Background: an optimization exercise with open tools, aiming at small area and a short achievable clock period. Do not read the settings as production practice.
The RTL was checked by simulation tests, not by an equivalence proof against the original design.
No activity file was given, so power comes from the tool's default toggle rates.

Setup of 04-07:
// Risc_V
module Risc_V(
    input  logic        clk,
    input  logic        rst,
    output logic [31:0] imem_addr,
    input  logic [31:0] imem_data,
    output logic [31:0] dmem_addr,
    output logic [31:0] dmem_wdata,
    output logic        dmem_we,
    output logic        dmem_re,
    input  logic [31:0] dmem_rdata,
    output logic        wb_we,
    output logic [4:0]  wb_rd,
    output logic [31:0] wb_data
);
clock: 8.0 ns
lec_check: 0
cap_margin: 20
core_margin: 2
core_utilization: 40
cts_cluster_diameter: 100
cts_cluster_size: 20
setup_slack_margin: 4.8
slew_margin: 20
tns_end_percent: 0
run.sh (not shown) runs the stock make flow with config.mk's settings and CLKGATE_MAP_FILE= SYNTH_SCRIPT=/design/flow/synth_recipe.tcl, a recipe that flattens the netlist after the stock synthesis.
Edits applied to the flow inputs when going from 04-07 to 07-10:
-- flow/design.v --
<<< 04-07, line 44
    assign negative = Result[31];
endmodule
module Opcode_decode(
    input  logic [6:0] opcode,
    output logic [4:0] cls        
);
    assign cls = {opcode == 7'h63, opcode == 7'h23, opcode == 7'h03,
                  opcode == 7'h13, opcode == 7'h33};
endmodule
module Control_Unit(
    input  logic [4:0] cls,
    output logic       branch,
    output logic       mem_read,
>>> 07-10, line 44
    assign negative = Result[31];
endmodule
module Control_Unit(
    input  logic [6:0] opcode,
    output logic       branch,
    output logic       mem_read,
<<< 04-07, line 63
);
    logic r, i, l, s, b;
    assign {b, s, l, i, r} = cls;
    assign branch          = b;
    assign mem_read        = l;
>>> 07-10, line 56
);
    logic r, i, l, s, b;
    assign r = (opcode == 7'h33);
    assign i = (opcode == 7'h13);
    assign l = (opcode == 7'h03);
    assign s = (opcode == 7'h23);
    assign b = (opcode == 7'h63);
    assign branch          = b;
    assign mem_read        = l;
<<< 04-07, line 177
    logic [3:0]  r1hi, r2hi;              
    logic [7:0]  r1lo, r2lo;
    logic [4:0]  cls1;                    
    logic        rw2, mtr2, src2, br2, mr2, mw2, ld2;
    logic [1:0]  aluop2;
>>> 07-10, line 174
    logic [3:0]  r1hi, r2hi;              
    logic [7:0]  r1lo, r2lo;
    logic        rw2, mtr2, src2, br2, mr2, mw2, ld2;
    logic [1:0]  aluop2;
<<< 04-07, line 194
    logic [4:0]  rd4;
    logic [31:0] wd4;
    logic [4:0] cls0;
    Opcode_decode opcode_decode_inst (.opcode(imem_data[6:0]), .cls(cls0));
    logic       br1, mr1, mtr1, mw1, src1, rw1, st1;
    logic [1:0] aluop1;
    Control_Unit control_unit_inst (
        .cls(cls1), .branch(br1), .mem_read(mr1), .mem_to_register(mtr1),
        .ALU_op(aluop1), .mem_write(mw1), .ALU_src(src1), .Reg_write(rw1),
        .is_store(st1)
>>> 07-10, line 190
    logic [4:0]  rd4;
    logic [31:0] wd4;
    logic       br1, mr1, mtr1, mw1, src1, rw1, st1;
    logic [1:0] aluop1;
    Control_Unit control_unit_inst (
        .opcode(ir1[6:0]), .branch(br1), .mem_read(mr1), .mem_to_register(mtr1),
        .ALU_op(aluop1), .mem_write(mw1), .ALU_src(src1), .Reg_write(rw1),
        .is_store(st1)
<<< 04-07, line 215
    assign stall = stall_q;               
    logic stall_n;
    assign stall_n = ~stall & ~flush & mr1 & ~cls0[3] &
                     ((rd1 == imem_data[19:15]) | (rd1 == imem_data[24:20]));
    logic [31:0] rf1, rf2;
>>> 07-10, line 209
    assign stall = stall_q;               
    logic stall_n;
    assign stall_n = ~stall & ~flush & mr1 & (imem_data[6:0] != 7'h23) &
                     ((rd1 == imem_data[19:15]) | (rd1 == imem_data[24:20]));
    logic [31:0] rf1, rf2;
<<< 04-07, line 300
        if (rst) begin
            ir1 <= 32'b0;
            cls1 <= 5'b0;
            r1hi <= 4'b0001; r1lo <= 8'b00000001;
            r2hi <= 4'b0001; r2lo <= 8'b00000001;
>>> 07-10, line 294
        if (rst) begin
            ir1 <= 32'b0;
            r1hi <= 4'b0001; r1lo <= 8'b00000001;
            r2hi <= 4'b0001; r2lo <= 8'b00000001;
<<< 04-07, line 317
            if (!stall) begin
                ir1  <= flush ? 32'b0 : imem_data;
                cls1 <= flush ? 5'b0 : cls0;
                r1hi <= flush ? 4'b0001 : 4'b0001 << imem_data[19:18];
                r1lo <= flush ? 8'b00000001 : 8'b00000001 << imem_data[17:15];
>>> 07-10, line 310
            if (!stall) begin
                ir1  <= flush ? 32'b0 : imem_data;
                r1hi <= flush ? 4'b0001 : 4'b0001 << imem_data[19:18];
                r1lo <= flush ? 8'b00000001 : 8'b00000001 << imem_data[17:15];
- Sort 04-07 and 07-10 by sequential fraction of the synthesis area, descending, and 07-10 comes first.
- Going from 04-07 to 07-10, overall routed net length decreased 1.7%; synthesized area roughly the same; sequential power lower.
- Looking at final cell count, 07-10 sits below 04-07.
- Cmp 07-10 vs 04-07: share of the clock period used by the worst path higher in 07-10
- Synthesized cell count went down slightly going from 04-07 to 07-10.
- Going from 04-07 to 07-10, sequential portion of the cell area now sits higher; area of all placed cells without fillers now sits lower.
- 07-10 vs 04-07 on synthesis-to-layout area growth: 07-10 is the lower one.

========
The RTL this note starts from:
==> flow/design.v <==
module ALU(
    input  logic [31:0] A,
    input  logic [31:0] B,         
    input  logic [8:0]  op,
    input  logic        sub,       
    output logic [31:0] Result,
    output logic        Zero,
    output logic        negative
);
    logic [31:0] bx, p0, g0, sum, shl, shr;
    logic        lt;
    assign bx = B;
    assign p0 = A ^ bx;
    assign g0 = A & bx;
    logic [32*6-1:0] G, P;
    assign G[31:0] = {g0[31:1], g0[0] | (p0[0] & sub)};
    assign P[31:0] = p0;
    genvar l, i;
    generate
        for (l = 0; l < 5; l = l + 1) begin : lvl
            for (i = 0; i < 32; i = i + 1) begin : bit_
                if (i >= (1 << l)) begin : op_
                    assign G[32*(l+1)+i] = G[32*l+i] | (P[32*l+i] & G[32*l+i-(1<<l)]);
                    assign P[32*(l+1)+i] = P[32*l+i] & P[32*l+i-(1<<l)];
                end else begin : pass
                    assign G[32*(l+1)+i] = G[32*l+i];
                    assign P[32*(l+1)+i] = P[32*l+i];
                end
            end
        end
    endgenerate
    assign sum = p0 ^ {G[32*5+30 -: 31], sub};
    assign lt  = (A[31] ^ B[31] ^ sub) ? A[31] : sum[31];
    assign shl = A << B[4:0];
    assign shr = $signed({op[8] & A[31], A}) >>> B[4:0];
    assign Result = {32{op[0] | op[1]}} & sum
                  | {32{op[2]}}         & {31'b0, lt}
                  | {32{op[3]}}         & p0
                  | {32{op[4]}}         & g0
                  | {32{op[5]}}         & (p0 | g0)
                  | {32{op[6]}}         & shl
                  | {32{op[7] | op[8]}} & shr;
    assign Zero     = sub ? (&p0) : ~(|p0);
    assign negative = Result[31];
endmodule
module Control_Unit(
    input  logic [6:0] opcode,
    output logic       branch,
    output logic       mem_read,
    output logic       mem_to_register,
    output logic [1:0] ALU_op,
    output logic       mem_write,
    output logic       ALU_src,
    output logic       Reg_write,
    output logic       is_store
);
    logic r, i, l, s, b;
    assign r = (opcode == 7'h33);
    assign i = (opcode == 7'h13);
    assign l = (opcode == 7'h03);
    assign s = (opcode == 7'h23);
    assign b = (opcode == 7'h63);
    assign branch          = b;
    assign mem_read        = l;
    assign mem_to_register = l;
    assign mem_write       = s;
    assign ALU_src         = i | l | s;
    assign Reg_write       = r | i | l;
    assign ALU_op          = {r | i | l, i | l | b};
    assign is_store        = s;
endmodule
module ALU_ctrl_unit (
    input  logic [1:0] alu_op,
    input  logic [2:0] funct3,
    input  logic [6:0] funct7,
    output logic [8:0] op
);
    always_comb begin
        op = 9'b0;
        case (alu_op)
            2'b00: op[0] = 1'b1;
            2'b01: op[1] = 1'b1;
            2'b10: begin
                if (funct7 == 7'h00)
                    case (funct3)
                        3'b000: op[0] = 1'b1;
                        3'b001: op[6] = 1'b1;
                        3'b010: op[2] = 1'b1;
                        3'b100: op[3] = 1'b1;
                        3'b101: op[7] = 1'b1;
                        3'b110: op[5] = 1'b1;
                        3'b111: op[4] = 1'b1;
                        default: ;
                    endcase
                else if (funct7 == 7'h20)
                    case (funct3)
                        3'b000: op[1] = 1'b1;
                        3'b101: op[8] = 1'b1;
                        default: ;
                    endcase
            end
            default: begin
                case (funct3)
                    3'b000: op[0] = 1'b1;
                    3'b001: op[6] = 1'b1;
                    3'b010: op[2] = 1'b1;
                    3'b011: op[8] = 1'b1;
                    3'b100: op[3] = 1'b1;
                    3'b101: if (funct7[5]) op[8] = 1'b1; else op[7] = 1'b1;
                    3'b110: op[5] = 1'b1;
                    3'b111: op[4] = 1'b1;
                endcase
            end
        endcase
    end
endmodule
module Register_file(
    input  logic        clk,
    input  logic        rst,
    input  logic [4:0]  read_reg1,
    input  logic [4:0]  read_reg2,
    input  logic [4:0]  write_reg,
    input  logic [31:0] write_data,
    input  logic        reg_write,
    output logic [31:0] read_data1,
    output logic [31:0] read_data2
);
    logic [31:0] t1 [1:31];
    logic [31:0] t2 [1:31];
    genvar g;
    generate
        for (g = 1; g < 32; g = g + 1) begin : r
            logic [31:0] q;
            logic        v;
            logic        s1, s2;
            always_ff @(posedge clk)
                if (reg_write && write_reg == g) q <= write_data;
            always_ff @(posedge clk or posedge rst)
                if (rst) v <= 1'b0;
                else if (reg_write && write_reg == g) v <= 1'b1;
            assign s1 = (read_reg1 == g);
            assign s2 = (read_reg2 == g);
            assign t1[g] = {32{s1 & v}} & q | {32{s1 & ~v}} & 32'(g);
            assign t2[g] = {32{s2 & v}} & q | {32{s2 & ~v}} & 32'(g);
        end
    endgenerate
    always_comb begin
        read_data1 = 32'b0;
        read_data2 = 32'b0;
        for (int i = 1; i < 32; i = i + 1) begin
            read_data1 = read_data1 | t1[i];
            read_data2 = read_data2 | t2[i];
        end
    end
endmodule
module Risc_V(
    input  logic        clk,
    input  logic        rst,
    output logic [31:0] imem_addr,
    input  logic [31:0] imem_data,
    output logic [31:0] dmem_addr,
    output logic [31:0] dmem_wdata,
    output logic        dmem_we,
    output logic        dmem_re,
    input  logic [31:0] dmem_rdata,
    output logic        wb_we,
    output logic [4:0]  wb_rd,
    output logic [31:0] wb_data
);
    logic [31:1] pc, pc_d1, bpc_x;
    logic [31:0] ir1;
    logic        rw2, mtr2, src2, br2, mr2, mw2, ld2;
    logic [1:0]  aluop2;
    logic [4:0]  rd2;
    logic [2:0]  f3_2;
    logic [8:0]  op2;
    logic        sub2;
    logic        sw_ld, sw_mem;
    logic [31:0] aop, bop, sdat;
    logic        rw3, mtr3, br3, mr3, mw3, z3, n3;
    logic [4:0]  rd3;
    logic [2:0]  f3_3;
    logic [31:0] res3, st3;
    logic [31:1] bpc;
    logic        rw4;
    logic [4:0]  rd4;
    logic [31:0] wd4;
    logic       br1, mr1, mtr1, mw1, src1, rw1, st1;
    logic [1:0] aluop1;
    Control_Unit control_unit_inst (
        .opcode(ir1[6:0]), .branch(br1), .mem_read(mr1), .mem_to_register(mtr1),
        .ALU_op(aluop1), .mem_write(mw1), .ALU_src(src1), .Reg_write(rw1),
        .is_store(st1)
    );
    logic [4:0] rs1, rs2, rd1;
    assign rs1 = ir1[19:15];
    assign rs2 = ir1[24:20];
    assign rd1 = ir1[11:7];
    logic [31:0] imm1;
    assign imm1 = st1 ? {{20{ir1[31]}}, ir1[31:25], ir1[11:7]} :
                        {{20{ir1[31]}}, ir1[31:20]};
    logic flush, stall, taken;
    assign flush = br3 & z3;
    assign stall = ~st1 & mr2 & ((rd2 == rs1) | (rd2 == rs2));
    logic [31:0] rf1, rf2;
    Register_file reg_file_inst (
        .clk(clk), .rst(rst),
        .read_reg1(rs1), .read_reg2(rs2),
        .write_reg(rd4), .write_data(wd4), .reg_write(rw4),
        .read_data1(rf1), .read_data2(rf2)
    );
    logic [1:0] aluop2_n;
    logic [8:0] op_n;
    logic       sub_n;
    assign sub_n = op_n[1] | op_n[2];
    assign aluop2_n = stall ? aluop2 : (flush ? 2'b00 : aluop1);
    ALU_ctrl_unit alu_ctrl_unit_inst (
        .alu_op(aluop2_n),
        .funct3(flush ? 3'b0 : ir1[14:12]),
        .funct7(flush ? 7'b0 : ir1[31:25]),
        .op(op_n)
    );
    logic w3, w4;                         
    assign w3 = rw2 & (rd2 != 5'd0);
    assign w4 = rw3 & (rd3 != 5'd0);
    logic fa_mem_n, fa_wb_n, fb_mem_n, fb_wb_n;
    assign fa_mem_n = ~flush & w3 & (rd2 == rs1);
    assign fa_wb_n  = ~flush & w4 & (rd3 == rs1);
    assign fb_mem_n = ~flush & w3 & (rd2 == rs2);
    assign fb_wb_n  = ~flush & w4 & (rd3 == rs2);
    logic [1:0] sws_n;
    logic       src2_n;
    logic [31:0] wd_n;                    
    assign src2_n = stall ? src2 : (~flush & src1);
    assign wd_n   = mtr3 ? dmem_rdata : res3;
    always_comb begin
        if (flush | ~st1)                          sws_n = 2'b00;
        else if (ld2 & (rd2 != 5'd0))              sws_n = 2'b11;
        else if ((rd2 != 5'd0) & (rd2 == rs2))     sws_n = 2'b01;
        else if ((rd3 != 5'd0) & (rd3 == rs2))     sws_n = 2'b10;
        else                                       sws_n = 2'b00;
    end
    logic [31:0] A, B, result;
    logic        zero, negative;
    assign A = aop;
    assign B = bop;
    ALU alu_inst (
        .A(A), .B(B), .op(op2), .sub(sub2),
        .Result(result), .Zero(zero), .negative(negative)
    );
    logic [31:0] st_n;
    assign st_n = sw_ld ? dmem_rdata : sw_mem ? res3 : sdat;
    always_comb begin
        case (f3_3)
            3'b000:  taken = br3 & z3;
            3'b001:  taken = br3 & ~z3;
            3'b100:  taken = br3 & n3;
            3'b101:  taken = br3 & ~n3;
            default: taken = 1'b0;
        endcase
    end
    assign imem_addr  = {pc, 1'b0};
    assign dmem_addr  = res3;
    assign dmem_wdata = st3;
    assign dmem_we    = mw3;
    assign dmem_re    = mr3;
    assign wb_we      = rw4;
    assign wb_rd      = rd4;
    assign wb_data    = wd4;
    always_ff @(posedge clk or posedge rst) begin
        if (rst) pc <= 31'b0;
        else if (!stall) pc <= taken ? bpc : {pc[31:2] + 30'd1, pc[1]};
    end
    always_ff @(posedge clk) begin
        pc_d1 <= pc;
        bpc_x <= pc_d1 + {{19{ir1[31]}}, ir1[31], ir1[7], ir1[30:25], ir1[11:8]};
        bpc   <= bpc_x;
        aop   <= fa_mem_n ? result : fa_wb_n ? wd_n : rf1;
        bop   <= (src2_n ? imm1 : fb_mem_n ? result : fb_wb_n ? wd_n : rf2) ^ {32{sub_n}};
        sdat  <= (sws_n == 2'b10) ? wd_n : rf2;
        res3  <= result;
        st3   <= st_n;
        wd4   <= wd_n;
    end
    always_ff @(posedge clk or posedge rst) begin
        if (rst) begin
            ir1 <= 32'b0;
            rw2 <= 1'b0; mtr2 <= 1'b0; src2 <= 1'b0; br2 <= 1'b0;
            mr2 <= 1'b0; mw2 <= 1'b0; ld2 <= 1'b0; aluop2 <= 2'b00;
            rd2 <= 5'd0; f3_2 <= 3'd0;
            op2 <= 9'b1; sub2 <= 1'b0;
            sw_ld <= 1'b0; sw_mem <= 1'b0;
            rw3 <= 1'b0; mtr3 <= 1'b0; br3 <= 1'b0; mr3 <= 1'b0; mw3 <= 1'b0;
            z3 <= 1'b0; n3 <= 1'b0; rd3 <= 5'd0; f3_3 <= 3'd0;
            rw4 <= 1'b0; rd4 <= 5'd0;
        end else begin
            if (!stall) ir1 <= flush ? 32'b0 : imem_data;
            rw2 <= ~stall & ~flush & rw1;
            br2 <= ~stall & ~flush & br1;
            mr2 <= ~stall & ~flush & mr1;
            mw2 <= ~stall & ~flush & mw1;
            if (!stall) mtr2 <= ~flush & mtr1;
            src2 <= src2_n;
            aluop2 <= aluop2_n;
            ld2  <= ~flush & mr1;
            rd2  <= flush ? 5'd0 : rd1;
            f3_2 <= flush ? 3'd0 : ir1[14:12];
            op2  <= op_n;
            sub2 <= sub_n;
            sw_ld  <= (sws_n == 2'b11);
            sw_mem <= (sws_n == 2'b01);
            rw3  <= ~flush & rw2;
            mtr3 <= ~flush & mtr2;
            br3  <= ~flush & br2;
            mr3  <= ~flush & mr2;
            mw3  <= mw2;
            z3   <= zero;
            n3   <= negative;
            rd3  <= rd2;
            f3_3 <= f3_2;
            rw4 <= rw3;
            rd4 <= rd3;
        end
    end
endmodule
clock: 8.0 ns
lec_check: 0
cap_margin: 20
core_margin: 2
core_utilization: 40
cts_cluster_diameter: 100
cts_cluster_size: 20
setup_slack_margin: 4.8
slew_margin: 20
The first run completed with no timing, DRC or antenna violations.
Next try:
--- a/flow/design.v
+++ b/flow/design.v
@@ -199,10 +199,14 @@
     logic [31:0] imm1;
     assign imm1 = st1 ? {{20{ir1[31]}}, ir1[31:25], ir1[11:7]} :
                         {{20{ir1[31]}}, ir1[31:20]};
     logic flush, stall, taken;
-    assign flush = br3 & z3;
-    assign stall = ~st1 & mr2 & ((rd2 == rs1) | (rd2 == rs2));
+    logic flush_q, stall_q;
+    assign flush = flush_q;               
+    assign stall = stall_q;               
+    logic stall_n;
+    assign stall_n = ~stall & ~flush & mr1 & (imem_data[6:0] != 7'h23) &
+                     ((rd1 == imem_data[19:15]) | (rd1 == imem_data[24:20]));
     logic [31:0] rf1, rf2;
     Register_file reg_file_inst (
         .clk(clk), .rst(rst),
         .read_reg1(rs1), .read_reg2(rs2),
@@ -292,9 +296,12 @@
             sw_ld <= 1'b0; sw_mem <= 1'b0;
             rw3 <= 1'b0; mtr3 <= 1'b0; br3 <= 1'b0; mr3 <= 1'b0; mw3 <= 1'b0;
             z3 <= 1'b0; n3 <= 1'b0; rd3 <= 5'd0; f3_3 <= 3'd0;
             rw4 <= 1'b0; rd4 <= 5'd0;
+            stall_q <= 1'b0; flush_q <= 1'b0;
         end else begin
+            stall_q <= stall_n;
+            flush_q <= ~flush & br2 & zero;
             if (!stall) ir1 <= flush ? 32'b0 : imem_data;
             rw2 <= ~stall & ~flush & rw1;
             br2 <= ~stall & ~flush & br1;
             mr2 <= ~stall & ~flush & mr1;
Result:
- The changed run went through all stages and came out clean
- global-route usage came out higher by 1.1 points
- power came out higher by 0.78%
- setup slack is better by 150 ps
- critical path depth stays the same
- non-clock buffer count came out higher by 43
- area after synthesis hardly moves
- cell count came out higher by about 1.2%
- first-iteration DRC count came out higher by 1.5%

==> separate check: timing with driven ports <==
In the flow no input, the clock included, has a driving cell. The finished layouts below were timed again as built, in two steps. Step 1 assumes that a clkbuf_16 drives the clock port and a buf_2 every other input. Step 2 times the ports against the registers' clock, not the clock port: input delays grow and output delays shrink by t, the midpoint of the rising clock arrivals with the driver on. Slacks: ideal ports / drivers / drivers and shift; pairs: ideal ports / drivers.
| run | t, ns | slack for setup (ns) | slew at the worst register clock pin (ns) |
|---|---|---|---|
| 04-07 | 0.832 | 4.398 / 4.398 / 4.132 | 0.10 / 0.10 |
| 07-10 | 0.820 | 4.083 / 4.083 / 4.083 | 0.11 / 0.11 |
| the first run of note 2 | 0.840 | 4.359 / 4.359 / 4.200 | 0.10 / 0.10 |
| the second run of note 2 | 0.826 | 4.510 / 4.510 / 4.364 | 0.10 / 0.10 |
After both steps every run listed still meets setup and hold. For 04-07, which loses most, drivers alone change the setup slack by 0.000 ns; drivers and shift together by -0.266 ns.
